From an optimization exercise on the open Yosys and OpenROAD flow, aimed at small area; shortcuts taken in it are not production practice. The RTL was checked by simulation tests, not by an equivalence proof against the original design. Power and IR drop assume default switching activity.

## flow/design.v (module list and top-level ports; edited modules follow where they fit)
// module UIController: 979 lines
// module UIC_fa: 3 lines
// module UIC_inv: 3 lines
// module UIC_nand2: 3 lines
// module UIC_nand3: 3 lines
// module UIC_nand4: 3 lines
// module UIC_nor2: 3 lines
// module UIC_or2: 3 lines
// module UIC_or3: 3 lines
// module UIC_or4: 3 lines
// module UIC_aoi222: 3 lines
// module UIC_ao22: 3 lines
module UIController (
  input wire         Clock,
  input wire         Reset_n,
  input  wire [6:0]  REG,
  input  wire [9:0]  VALUE_D,
  output reg  [9:0]  VALUE_Q,
  input  wire        SET,
  input  wire        CLR,
  input  wire        INC,
  input  wire        DEC,
  output wire [8:0]  DISP_VMRK1,
  output wire [8:0]  DISP_VMRK2,
  output wire [8:0]  DISP_HMRK1,
  output wire [8:0]  DISP_HMRK2,
  output wire [1:0]  INPUT_SELECT,
  output wire [0:0]  ADC1_TDIV,
  output wire [1:0]  ADC1_VDIV,
  output wire [7:0]  ADC1_VSHIFT,
  output wire [13:0] ADC1_TRG_LVL,
  output wire [2:0]  ADC1_TRG_MODE,
  output wire [0:0]  ADC2_TDIV,
  output wire [1:0]  ADC2_VDIV,
  output wire [7:0]  ADC2_VSHIFT,
  output wire [13:0] ADC2_TRG_LVL,
  output wire [2:0]  ADC2_TRG_MODE,
  output wire [0:0]  DIG1_TDIV,
  output wire [7:0]  DIG1_VSHIFT,
  output wire [9:0]  DIG1_PAT,
  output wire [9:0]  DIG1_PDCC,
  output reg         DIG1_CFG,
  output wire [0:0]  DIG1_TRG_LVL,
  output wire [2:0]  DIG1_TRG_MODE,
  output wire [0:0]  DIG2_TDIV,
  output wire [7:0]  DIG2_VSHIFT,
  output wire [9:0]  DIG2_PAT,
  output wire [9:0]  DIG2_PDCC,
  output reg         DIG2_CFG,
  output wire [0:0]  DIG2_TRG_LVL,
  output wire [2:0]  DIG2_TRG_MODE,
  output wire [0:0]  DIG3_TDIV,
  output wire [7:0]  DIG3_VSHIFT,
  output wire [9:0]  DIG3_PAT,
  output wire [9:0]  DIG3_PDCC,
  output reg         DIG3_CFG,
  output wire [0:0]  DIG3_TRG_LVL,
  output wire [2:0]  DIG3_TRG_MODE,
  output wire [0:0]  DIG4_TDIV,
  output wire [7:0]  DIG4_VSHIFT,
  output wire [9:0]  DIG4_PAT,
  output wire [9:0]  DIG4_PDCC,
  output reg         DIG4_CFG,
  output wire [0:0]  DIG4_TRG_LVL,
  output wire [2:0]  DIG4_TRG_MODE
);
  // ...
==> flow/flow/run.sh <==
#!/bin/bash
# Standard layout, with the port buffers made from the smallest buffer and
# a clock tree of fewer, larger clusters without dummy loads.
set -euo pipefail
export BUFFER_PORTS_ARGS="-buffer_cell sky130_fd_sc_hd__buf_1"
export CTS_ARGS="-sink_clustering_enable -sink_clustering_size 14 -sink_clustering_max_diameter 60 -buf_list sky130_fd_sc_hd__clkbuf_8 -dont_use_dummy_load -repair_clock_nets"
bash standard.sh finish > standard.log 2>&1
==> flow/standard.sh <==
#!/bin/bash
# synth_recipe.tcl (not shown) runs the flow's synth.tcl, then flattens the netlist and writes it again
# the make line also repeats each setting of config.mk as NAME=value (left out here)
make -C /OpenROAD-flow-scripts/flow DESIGN_CONFIG=/design/flow/config.mk WORK_HOME=/design/flow/orfs CLKGATE_MAP_FILE= SYNTH_SCRIPT=/design/flow/synth_recipe.tcl "${@:-finish}"
==> flow/config.mk <==
export PLATFORM = sky130hd
export DESIGN_NAME = UIController
export DESIGN_NICKNAME = UIController
export VERILOG_FILES = /design/flow/design.v
export SDC_FILE = /design/flow/constraint.sdc
export NUM_CORES = 4
export LEC_CHECK = 0
export CAP_MARGIN = 20
export CORE_MARGIN = 2
export CORE_UTILIZATION = 60
export PLACE_DENSITY = 0.7
export SLEW_MARGIN = 20
export SYNTH_HIERARCHICAL = 1
export SYNTH_MINIMUM_KEEP_SIZE = 0
==> flow/constraint.sdc <==
create_clock -name core_clock -period 10.0 [get_ports {Clock}]
set_input_delay 2.0000 -clock core_clock [delete_from_list [all_inputs] [get_ports {Clock}]]
set_output_delay 2.0000 -clock core_clock [all_outputs]
set_load 0.01 [all_outputs]
==> impl_metrics.tcl, run 1 <==
set metrics [dict create \
    path_buf_inv 4 \
    setup_viol 0 \
    antenna_left 0 \
    rows 46 \
    wl_met3_um 4890 \
    fin_cells 1326 \
    crit_path_start_kind "input port" \
    yosysMostFrequentCell "a22o_1" \
    crit_chain "buf_1 > inv_1 > nand4_1 > nor2_1 > or2_1 > a222oi_1 > nand4_1 > or4_1 > fa_1 > inv_1 > fa_1 > nand2b_1 > a21oi_1 > a221oi_2 > xnor2_1 > a22o_1 > buf_1" \
    power_combinational_uw 295 \
    core_um2 16000 \
    drt-vias-per-instance 7.04 \
    drc 0 \
    crit_arrival_ps 6080 \
    worstRegToRegCells 11 \
    wl_met2_um 15500 \
    drive_above_1_share_pct 5.41 \
    async_reset_ff_share_pct 100 \
    ios 263 \
    drv_slew 0 \
    synth_compound_area_share_pct 29.6 \
    yosysSeqAreaShare_pct 56.0 \
    io_buffers 254 \
    wl_per_cell_um 26.4 \
    syn_area_per_cell_um2 11.9 \
    critPathTopFamily "simple AND/OR/NAND/NOR gates" \
    pre_cts_ws_ps 2000 \
    seq_share_pct 48.6 \
    whs_ps 534 \
    placed_area_um2 11100 \
    final_common_cell "buf_1" \
    status "timing/DRC/antenna clean" \
    buffers 268 \
    use_met2_pct 57.6 \
    dpl.hpwl_um 24600 \
    buf_share_pct 9.33 \
    fmax_mhz 124 \
    initial_utilization_pct 61.7 \
    worstSetupEndpointType "output pin" \
    power.group.top "sequential cells" \
    top_layer "met4" \
    synth_area_leaders "dfrtp_1 (50%), a22o_1 (22%), a222oi_1 (6.8%)" \
]
==> inputs of run 2 (changes only) <==
--- a/flow/config.mk
+++ b/flow/config.mk
@@ -8,6 +8,7 @@
 export CAP_MARGIN = 20
 export CORE_MARGIN = 2
 export CORE_UTILIZATION = 60
+export GPL_TIMING_DRIVEN = 0
 export PLACE_DENSITY = 0.7
 export SLEW_MARGIN = 20
 export SYNTH_HIERARCHICAL = 1
==> impl_metrics.tcl, run 2 <==
set metrics [dict create \
    yosys.area.top_type_share_pct 49.7 \
    cts-root-buf "clkbuf_8" \
    dp_cells 1318 \
    die_area_um2 17500 \
    dpl.hpwl_um 24400 \
    finalCritPeriodShare_pct 85.1 \
    synth_seq_cells 220 \
    ios 263 \
    skew_ps 31.3 \
    wirelength_um 34500 \
    clkPwrFrac_pct 25.1 \
    overflow 0 \
    min_period_ps 8510 \
    critPathTopFamily "simple AND/OR/NAND/NOR gates" \
    clockBufferDepth 3 \
    synth_compound_area_share_pct 29.6 \
    drt_iter0_markers 1356 \
    clkLatencyLatePin_ps 530 \
    drt-vias-per-instance 6.94 \
    cap_violations 0 \
    rows 46 \
    globalplace.congestion 0.900 \
    synth.top_cells.by_count "a22o_1 (244), dfrtp_1 (196), a222oi_1 (67)" \
    crit_path_start_kind "input port" \
    antenna_found_initial 0 \
    grt.total_usage_pct 38.6 \
    p_per_area_nw_per_um2 158 \
    rsz0062_at_grt "no" \
    worst_ep_required_time_ps 8000 \
    layout_setup_ws_ps 1490 \
    core_um2 16000 \
    ir_drop_v 0.000117 \
    crit_chain "buf_1 > inv_1 > nand3_1 > nor2_1 > or2_1 > a222oi_1 > nand4_1 > or4_1 > fa_1 > inv_1 > fa_1 > nand2b_1 > a21oi_1 > a221oi_2 > xnor2_1 > a22o_1 > buf_4 > buf_1" \
    synthSimpleGateAreaFrac_pct 8.50 \
    cts_sinks 220 \
    drive_above_1_share_pct 6.95 \
    crit_slowest_cell "or4_1" \
    switching_share_pct 30.4 \
    synth_top_family_by_area "compound AO/OA/AOI/OAI gates" \
    status "timing/DRC/antenna clean" \
    yosysMostFrequentCell "a22o_1" \
    wl_per_cell_um 25.8 \
    final_area_um2 11600 \
    tightest_slew_ps 1130 \
    async_reset_ff_share_pct 100 \
    criticalPathCategory "input port to output pin" \
    fillers 1270 \
    syn_area_per_cell_um2 11.9 \
    drc 0 \
    syn_inst 832 \
    maxSlewHeadroom_pct 24.3 \
    path_max_fanout 11 \
    antenna_left 0 \
    slowest_delay_ps 640 \
    initial_utilization_pct 61.7 \
    route.vias.total 9280 \
    syn_to_final_growth_pct 17.5 \
    die_w_um 132 \
    hold_path.class "flop to flop" \
    ys.flop_type "dfrtp_1" \
    p_leak_nw 5.50 \
    antenna_cells 0 \
    syn_area_um2 9880 \
    synth_top_area_cell "dfrtp_1" \
    layout.nets 1157 \
    worstSetupEndpointType "output pin" \
    yosysSeqAreaShare_pct 56.0 \
    yosys_warnings 7 \
    synth_xor_area_share_pct 0.887 \
    cts_buffers 20 \
    cts-resized-gates 0 \
    synth-edff-count 0 \
    io_buffers 254 \
    grt_max_degree 35 \
    die_h_um 132 \
    final_cell_mix "buf_1 (253), a22o_1 (240), dfrtp_1 (196), a222oi_1 (67), nor2_1 (64)" \
    p_int_mw 1.28 \
    power.switching_uw 560 \
    final_common_cell "buf_1" \
    first_pass_iters 10 \
    drv_slew 0 \
    synth_area_leaders "dfrtp_1 (50%), a22o_1 (22%), a222oi_1 (6.8%)" \
    hold_viol_final 0 \
    cts_hold_buffers 0 \
    crit_arrival_ps 6510 \
    fin_cells 1338 \
    cts-htree-levels 1 \
    placed_area_um2 11300 \
    seqPwrFrac_pct 58.0 \
    grt_pass1_wl_um 51800 \
    synth_adder_area_share_pct 1.42 \
    fmax_mhz 118 \
    clk_pin_slew_ps 60 \
    postCtsSetupBuffers 0 \
    ys_types 29 \
    setup_viol 0 \
    path_buf_inv 5 \
    pre_cts_ws_ps 1650 \
    synth.area.mux_share_pct 0 \
    cts_tree "done" \
    combPwrFrac_pct 16.9 \
    grt_pass1_vias 8576 \
]
==> run 2: cell count changes in the layout (fill, tap and decap cells not counted), sizes merged <==
cell and change:
buf +14, clkbuf -1, diode -1
==> run 2: final timing paths <==
path | to | slack, ps | startpoint | cells past startpoint
worst max-delay path | VALUE_Q[8] | 1490 | REG[0] | 18
worst min-delay path | DIG2_PAT_q[7] | 520 | DIG2_PAT_q[7] | 1
worst max register to register | ADC1_VSHIFT_q[6] | 5370 | ADC2_VSHIFT_q[0] | 13
worst min register to register | DIG2_PAT_q[7] | 520 | DIG2_PAT_q[7] | 1
max in group asynchronous | ADC2_VSHIFT_q[3] | 7590 | Reset_n | 4
min in group asynchronous | DIG4_PDCC_q[8] | 1360 | Reset_n | 1
==> run 2: Yosys stat by module, one instance, submodules excluded, excerpt <==
module / cells / times used
UIC_ao22: 1 / 244
UIC_aoi222: 1 / 67
UIC_inv: 1 / 48
UIC_nand2: 1 / 57
UIC_nand3: 1 / 16
UIC_nor2: 1 / 49
UIC_or2: 1 / 12
UIC_or3: 1 / 2
UIController: 315 / 1
==> run 2: kinds of logic after synthesis <==
| family | count (synthesis) |
|---|---|
| and+or+nand+nor | 189 |
| other | 1 |
| xor gates and xnor gates | 10 |
| DFF | 220 |
| AOI/OAI and AO/OA | 328 |
| adders and majority gates | 10 |
| buffers and inverters | 74 |
==> run 2: worst reg2reg max path, stage by stage (launching register included) <==
cell and delay, ps:
dfrtp_1 400, a222oi_1 480, nand3_1 230, or4_1 660, fa_1 490, inv_1 90, fa_1 210, nand2b_1 150
a21oi_1 110, nor2_1 130, xnor2_1 210, a22o_1 760, or2_1 460, a22o_1 220
==> run 2: layout make-up <==
cell class / instances / area, um^2 / area share [%]
inverters: 56 / 210 / 1.81
repair buffers: 263 / 1150 / 9.91
plain buffers: 18 / 135 / 1.16
multi-input cells: 545 / 4030 / 34.7
well taps: 216 / 270 / 2.33
clock buffers: 20 / 275 / 2.37
flip-flops and latches: 220 / 5540 / 47.7
==> run 2: per-stage QoR <==
stage | power (mW) | hold WS (ps) | utilization, % | setup TNS [ps]
after floorplan | 1.22 | 549 | - | 0
after global routing | 1.91 | 544 | 72.5 | 0
after detailed placement | 1.39 | 502 | 70.8 | 0
after CTS | 1.83 | 526 | 72.5 | 0
final | 1.84 | 525 | 72.5 | 0
after global placement | 1.37 | 503 | 69.5 | -650750
==> run 2: per-layer routing <==
| layer | track usage (%) | wire length, um | part of all wire [%] |
|---|---|---|---|
| met5 | 0 | 0 | 0 |
| met2 | 56.1 | 15000 | 43 |
| met3 | 7.11 | 4120 | 12 |
| met4 | 15.5 | 1520 | 4.4 |
| met1 | 57.7 | 13800 | 40 |
==> run 2: power groups by stage <==
| stage | Clock, mW | Sequential [mW] | Combinational, mW |
|---|---|---|---|
| 2_1_floorplan | 0 | 1.10 | 0.124 |
| 3_3_place_gp | 0 | 1.08 | 0.290 |
| 3_5_place_dp | 0 | 1.08 | 0.308 |
| 4_1_cts | 0.462 | 1.06 | 0.309 |
| 5_1_grt | 0.503 | 1.08 | 0.332 |
| 6_report | 0.462 | 1.07 | 0.311 |

==> separate check: timing with driven ports <==
In the flow no input, the clock included, has a driving cell. The finished layouts below were timed again as built, in two steps. Step 1: set_driving_cell puts a clkbuf_16 on Clock and a buf_2 on each other input, an assumption about the parent block. Step 2 also shifts input and output timing later by t, the mid clock arrival at the registers, as if the neighbouring blocks saw the same clock. Three values: no drivers, after step 1, after step 2; two values: the first two.
| run | t (ns) | slack for setup (ns) | worst setup path after step 2 | worst slew at a driven data input, ns | cell pins on the clock port's net |
|---|---|---|---|---|---|
| run 1 | 0.552 | 1.919 / 1.897 / 1.897 | input to output | 0.09 | 1 |
| run 2 | 0.556 | 1.494 / 1.425 / 1.425 | input to output | 0.07 | 1 |
After both steps every run listed still meets setup and hold. For run 2, which loses most, drivers alone change the setup slack by -0.069 ns; drivers and shift together by -0.069 ns.
